This design comes from an exercise in tuning for small area on the open sky130 flow, not from production work.
Where RTL was checked, it was by simulation tests only, not by an equivalence proof against the original.
No driver is modelled on the clock port, so clocking that relies on it looks cheaper here than on a real chip.
Power figures rest on the tool's default switching activity, not on a simulated workload.

==> trial 52 <==
## axi_apb_bridge_top
module axi_apb_bridge_top (
    input         s_axi_clk,
    input         s_axi_aresetn,
    input  [31:0] s_axi_awaddr,
    input         s_axi_awvalid,
    output        s_axi_awready,
    input  [31:0] s_axi_wdata,
    input         s_axi_wvalid,
    input  [3:0]  s_axi_wstrb,
    output        s_axi_wready,
    output [1:0]  s_axi_bresp,
    output        s_axi_bvalid,
    input         s_axi_bready,
    input  [31:0] s_axi_araddr,
    input         s_axi_arvalid,
    output        s_axi_arready,
    output [1:0]  s_axi_rresp,
    output        s_axi_rvalid,
    output [31:0] s_axi_rdata,
    input         s_axi_rready,
    input  [2:0]  s_axi_arprot,
    input  [2:0]  s_axi_awprot,
    output [31:0] m_apb_paddr,
    output [2:0]  m_apb_pprot,
    output [15:0] m_apb_psel,
    output        m_apb_penable,
    output        m_apb_pwrite,
    output [31:0] m_apb_pwdata,
    output [3:0]  m_apb_pstrb,
    input  [15:0] m_apb_pready,
    input  [31:0] m_apb_prdata,
    input  [31:0] m_apb_prdata2,
    input  [31:0] m_apb_prdata3,
    input  [31:0] m_apb_prdata4,
    input  [31:0] m_apb_prdata5,
    input  [31:0] m_apb_prdata6,
    input  [31:0] m_apb_prdata7,
    input  [31:0] m_apb_prdata8,
    input  [31:0] m_apb_prdata9,
    input  [31:0] m_apb_prdata10,
    input  [31:0] m_apb_prdata11,
    input  [31:0] m_apb_prdata12,
    input  [31:0] m_apb_prdata13,
    input  [31:0] m_apb_prdata14,
    input  [31:0] m_apb_prdata15,
    input  [31:0] m_apb_prdata16,
    input  [15:0] m_apb_pslverr
);
==> flow/config.mk <==
export PLATFORM = sky130hd
export DESIGN_NAME = axi_apb_bridge_top
export DESIGN_NICKNAME = axi_apb_bridge_top
export VERILOG_FILES = /design/flow/design.v
export SDC_FILE = /design/flow/constraint.sdc
export NUM_CORES = 4
export LEC_CHECK = 0
export ABC_AREA = 1
export CAP_MARGIN = 20
export CORE_AREA = 10 10 280 280
export DIE_AREA = 0 0 290 290
export PLACE_DENSITY = 0.85
export SLEW_MARGIN = 20
==> flow/constraint.sdc <==
create_clock -name core_clock -period 6.0 [get_ports {s_axi_clk}]
set_input_delay 1.2000 -clock core_clock [delete_from_list [all_inputs] [get_ports {s_axi_clk}]]
set_output_delay 1.2000 -clock core_clock [all_outputs]
set_load 0.01 [all_outputs]
standard.sh (not shown) runs the stock make flow with config.mk's settings and CLKGATE_MAP_FILE= SYNTH_SCRIPT=/design/flow/synth_recipe.tcl, a recipe that flattens the netlist after the stock synthesis.
==> flow/flow/run.sh <==
#!/bin/bash
# The standard layout (standard.sh) with four changes:
#  - synthesis keeps the small AND-OR-invert modules of rtl/read_data_mux.v as
#    their own modules while mapping (SYNTH_HIERARCHICAL 1), then flattens as usual;
#  - ABC maps with an area-oriented script (flow/area.abc) instead of ORFS's;
#  - the port buffers are the smallest buffer cell (sky130_fd_sc_hd__buf_1);
#  - clock tree synthesis builds its tree of sky130_fd_sc_hd__clkbuf_8 only and
#    adds no dummy loads; after it, flow/post_cts.tcl makes each clock buffer
#    sky130_fd_sc_hd__clkbuf_4 where the clock-pin slew stays low.
# Synthesis is otherwise the standard flow's own script (synth_recipe.tcl), so the registers
# and their names are those of the standard synthesis.
set -euo pipefail
here=$(pwd)
{
  echo 'proc abc {args} {'
  echo '  set i [lsearch -exact $args -script]'
  echo '  if {$i >= 0} { lset args [expr {$i + 1}] $::env(MY_ABC_SCRIPT) }'
  echo '  yosys abc {*}$args'
  echo '}'
  cat synth_recipe.tcl
} > my_synth.tcl
export MY_ABC_SCRIPT=$here/flow/area.abc
export POST_CTS_TCL=$here/flow/post_cts.tcl
export CTS_ARGS="-sink_clustering_enable -repair_clock_nets -dont_use_dummy_load -buf_list sky130_fd_sc_hd__clkbuf_8"
bash standard.sh SYNTH_SCRIPT=$here/my_synth.tcl SYNTH_HIERARCHICAL=1 \
  "BUFFER_PORTS_ARGS=-buffer_cell sky130_fd_sc_hd__buf_1" finish > standard_flow.log 2>&1
==> flow/flow/post_cts.tcl <==
set limit 0.100
proc max_clk_slew {pins} {
  set mx 0
  foreach p $pins {
    set s [get_property $p slew_max]
    if {$s > $mx} { set mx $s }
  }
  return $mx
}
estimate_parasitics -placement
set all_clk [get_pins -hierarchical */CLK]
set m0 [max_clk_slew $all_clk]
puts "post_cts: max clock-pin slew before: $m0"
set bufs {}
foreach inst [[ord::get_db_block] getInsts] {
  if {[[$inst getMaster] getName] eq "sky130_fd_sc_hd__clkbuf_8"} { lappend bufs [$inst getName] }
}
set n 0
foreach b $bufs {
  set out [get_pins -of_objects [get_cells $b] -filter "direction==output"]
  set sinks [get_pins -of_objects [get_nets -of_objects $out] -filter "direction==input"]
  set clk_sinks {}
  foreach p $sinks { if {[get_property $p lib_pin_name] eq "CLK"} { lappend clk_sinks $p } }
  if {[llength $clk_sinks] == 0} continue
  replace_cell [get_cells $b] sky130_fd_sc_hd__clkbuf_4
  estimate_parasitics -placement
  if {[max_clk_slew $clk_sinks] > $limit || [max_clk_slew $all_clk] > $m0 + 0.001} {
    replace_cell [get_cells $b] sky130_fd_sc_hd__clkbuf_8
    estimate_parasitics -placement
  } else {
    incr n
  }
}
puts "post_cts: $n of [llength $bufs] clock buffers made clkbuf_4; max clock-pin slew after: [max_clk_slew $all_clk]"
detailed_placement
check_placement -verbose
Other scripts of this flow, unchanged in this note and not shown: flow/flow/area.abc
==> build 89: changes against trial 52 <==
--- a/flow/design.v
+++ b/flow/design.v
@@ -71,49 +71,35 @@
 wire st_rresp = state == S_RRESP;
 wire st_wdw   = state == S_WDW;
 wire st_waw   = state == S_WAW;
 wire st_rs    = state == S_RS;
 wire st_ra    = state == S_RA;
 wire st_ws    = state == S_WS;
 wire st_acc   = state[2] & state[0];
-wire [31:0] ad = addr;
-wire t0 = state[2] & (ad[31:28] == 4'h0);
-wire t1 = state[2] & (ad[31:28] == 4'h1);
-wire t2 = state[2] & (ad[31:28] == 4'h2);
-wire t4 = state[2] & (ad[31:28] == 4'h4);
-wire t8 = state[2] & (ad[31:28] == 4'h8);
-wire tf = state[2] & (ad[31:28] == 4'hF);
-wire z27_18 = ~|ad[27:18];
-wire z27_17 = z27_18 & ~ad[17];
-wire z27_16 = z27_17 & ~ad[16];
-wire z27_14 = z27_16 & ~|ad[15:14];
-wire z27_13 = z27_14 & ~ad[13];
-wire z27_12 = z27_13 & ~ad[12];
-wire z27_9  = z27_12 & ~|ad[11:9];
-wire z27_7  = z27_9 & ~|ad[8:7];
-wire z27_2  = z27_7 & ~|ad[6:2];
-wire [15:0] psel;
-assign psel[0]  = t0 & z27_12;                           
-assign psel[1]  = t0 & z27_13 & ad[12];                   
-assign psel[2]  = t0 & z27_14 & ad[13];                   
-assign psel[3]  = t0 & z27_17 & ad[16] & ~|ad[15:8];       
-assign psel[4]  = t0 & z27_17 & ad[16] & ~|ad[15:9] & ad[8];  
-assign psel[5]  = t0 & z27_18 & ad[17] & ~ad[16];          
-assign psel[6]  = t1 & z27_7 & ~ad[6];                    
-assign psel[7]  = t1 & z27_7 & ad[6];                     
-assign psel[8]  = t2;                                    
-assign psel[9]  = t4 & z27_12;                           
-assign psel[10] = t4 & z27_13 & ad[12];                   
-assign psel[11] = t4 & z27_14 & ad[13] & ~ad[12];          
-assign psel[12] = t4 & z27_17 & ad[16] & ~ad[15];          
-assign psel[13] = t8 & z27_2;                            
-assign psel[14] = t8 & z27_9 & ad[8];                     
-assign psel[15] = tf & ~&ad[27:0];                        
+wire [15:0] dec;
+assign dec[0]  = addr[31:12] == 20'h00000;
+assign dec[1]  = addr[31:12] == 20'h00001;
+assign dec[2]  = addr[31:13] == 19'h00001;
+assign dec[3]  = addr[31:8]  == 24'h000100;
+assign dec[4]  = addr[31:8]  == 24'h000101;
+assign dec[5]  = addr[31:16] == 16'h0002;
+assign dec[6]  = addr[31:6]  == 26'h0400000;
+assign dec[7]  = addr[31:6]  == 26'h0400001;
+assign dec[8]  = addr[31:28] == 4'h2;
+assign dec[9]  = addr[31:12] == 20'h40000;
+assign dec[10] = addr[31:12] == 20'h40001;
+assign dec[11] = addr[31:12] == 20'h40002;
+assign dec[12] = addr[31:15] == 17'h08002;
+assign dec[13] = addr[31:2]  == 30'h20000000;
+assign dec[14] = addr[31:8]  == 24'h800001;
+assign dec[15] = (addr[31:28] == 4'hF) & ~(&addr[27:0]);
+wire [15:0] psel  = dec & {16{state[2]}};
 wire [15:0] pdone = psel & m_apb_pready;
 wire        done  = |pdone;
+wire        serr  = |(psel & m_apb_pslverr);
 wire        tzero = tcnt == 5'd0;
 wire go_idle  = st_idle & (~bvalid | s_axi_bready);
 wire go_rresp = st_rresp & s_axi_rready;
 wire go_read  = st_ra & done & s_axi_rready;
 wire go       = go_idle | go_rresp | go_read;
 assign s_axi_arready = go & s_axi_arvalid;
 assign s_axi_awready = (go & s_axi_awvalid) | st_waw;
@@ -188,27 +174,19 @@
     bridge_aoi222 g2 (pdone[6],  prd[6][b],  pdone[7],  prd[7][b],  pdone[8],  prd[8][b],  t[2]);
     bridge_aoi222 g3 (pdone[9],  prd[9][b],  pdone[10], prd[10][b], pdone[11], prd[11][b], t[3]);
     bridge_aoi222 g4 (pdone[12], prd[12][b], pdone[13], prd[13][b], pdone[14], prd[14][b], t[4]);
     bridge_aoi22  g5 (pdone[15], prd[15][b], st_rresp,  rdat[b],    t[5]);
     assign rsel[b] = ~&t;
 end
 endgenerate
-wire [5:0] et;
-bridge_aoi222 e0 (psel[0],  m_apb_pslverr[0],  psel[1],  m_apb_pslverr[1],  psel[2],  m_apb_pslverr[2],  et[0]);
-bridge_aoi222 e1 (psel[3],  m_apb_pslverr[3],  psel[4],  m_apb_pslverr[4],  psel[5],  m_apb_pslverr[5],  et[1]);
-bridge_aoi222 e2 (psel[6],  m_apb_pslverr[6],  psel[7],  m_apb_pslverr[7],  psel[8],  m_apb_pslverr[8],  et[2]);
-bridge_aoi222 e3 (psel[9],  m_apb_pslverr[9],  psel[10], m_apb_pslverr[10], psel[11], m_apb_pslverr[11], et[3]);
-bridge_aoi222 e4 (psel[12], m_apb_pslverr[12], psel[13], m_apb_pslverr[13], psel[14], m_apb_pslverr[14], et[4]);
-assign et[5] = ~((psel[15] & m_apb_pslverr[15]) | ~done);
-wire resp_nxt = ~&et;
 always @(posedge s_axi_clk) begin
     rdat <= rsel;
-    if (st_acc) resp <= resp_nxt;
-    if (st_idle | (st_acc & done)) tcnt <= 5'b01011;
-    else if (st_acc & ~tzero)      tcnt <= {tcnt[3:0], ~(tcnt[4] ^ tcnt[2])};
+    if (st_acc) resp <= serr | ~done;
+    if (st_idle | (st_acc & done)) tcnt <= 5'd16;
+    else if (st_acc & ~tzero)      tcnt <= tcnt - 5'd1;
     addr <= addr_nxt;
     if (!wdat_hold) wdat <= s_axi_wdata;
     prot <= prot_nxt;
 end
 assign s_axi_rvalid  = rvalid;
 assign s_axi_rdata   = rdat;
 assign s_axi_rresp   = {resp, 1'b0};
==> flow/flow/run.sh (replaced) <==
#!/bin/bash
# The standard layout (standard.sh) with three changes:
#  - synthesis keeps the small AND-OR-invert modules of rtl/read_data_mux.v as
#    their own modules while mapping (SYNTH_HIERARCHICAL 1), then flattens as usual;
#  - ABC maps with an area-oriented script (flow/area.abc) instead of ORFS's;
#  - the port buffers are the smallest buffer cell (sky130_fd_sc_hd__buf_1).
# Synthesis is otherwise the standard flow's own script (synth_recipe.tcl), so the registers
# and their names are those of the standard synthesis.
set -euo pipefail
here=$(pwd)
{
  echo 'proc abc {args} {'
  echo '  set i [lsearch -exact $args -script]'
  echo '  if {$i >= 0} { lset args [expr {$i + 1}] $::env(MY_ABC_SCRIPT) }'
  echo '  yosys abc {*}$args'
  echo '}'
  cat synth_recipe.tcl
} > my_synth.tcl
export MY_ABC_SCRIPT=$here/flow/area.abc
bash standard.sh SYNTH_SCRIPT=$here/my_synth.tcl SYNTH_HIERARCHICAL=1 \
  "BUFFER_PORTS_ARGS=-buffer_cell sky130_fd_sc_hd__buf_1" finish > standard_flow.log 2>&1
--- a/flow/config.mk
+++ b/flow/config.mk
@@ -5,9 +5,8 @@
 export SDC_FILE = /design/flow/constraint.sdc
 export NUM_CORES = 4
 export LEC_CHECK = 0
 export ABC_AREA = 1
 export CAP_MARGIN = 20
 export CORE_AREA = 10 10 280 280
 export DIE_AREA = 0 0 290 290
-export PLACE_DENSITY = 0.85
 export SLEW_MARGIN = 20
removed: flow/flow/post_cts.tcl
==> notes.md <==
- Between build 89 and trial 52, the lower clock skew is in build 89 (gap 0.036 ns).
- Between build 89 and trial 52, the lower sequential share of layout area is in build 89 (gap 1.1 points).
- In via count, trial 52 and build 89 hardly differ.
- Combinational power: trial 52 is smaller than build 89 (about 10%).
- Between build 89 and trial 52, the lower synthesized cell count is in trial 52 (gap about 3.3%, measured against trial 52).
- Of build 89 and trial 52, trial 52 has the higher non-clock buffer count (gap 2).
- Between trial 52 and build 89, the lower routed wire length is in build 89 (gap 8.7%, measured against build 89).
- Between trial 52 and build 89, the lower register-to-register slack is in build 89 (gap 0.30 ns).
- In sequential power, trial 52 and build 89 hardly differ.
The RTL of build 89 was laid out without a check of its function.

==> afterwards: timing with drivers on the ports <==
How much do the figures lean on ideal ports? The routed layouts below were timed once more, with nothing changed but the port constraints. Step 1: set_driving_cell puts a clkbuf_16 on s_axi_clk and a buf_2 on each other input, an assumption about the parent block. Step 2, shift: input delay + t, output delay - t, t = (earliest + latest rising clock arrival at the registers) / 2. This alone moves slack from input paths to output paths. Three values: no drivers, after step 1, after step 2; two values: the first two.
run | t, ns | setup slack, ns | hold WS [ns] | cell pins on the clock port's net
trial 52 | 0.524 | 0.787 / 0.740 / 1.263 | 0.483 / 0.483 / 0.483 | 1
build 89 | 0.495 | 0.586 / 0.538 / 1.033 | 0.476 / 0.476 / 0.476 | 1
After both steps setup and hold are still met in every run listed.
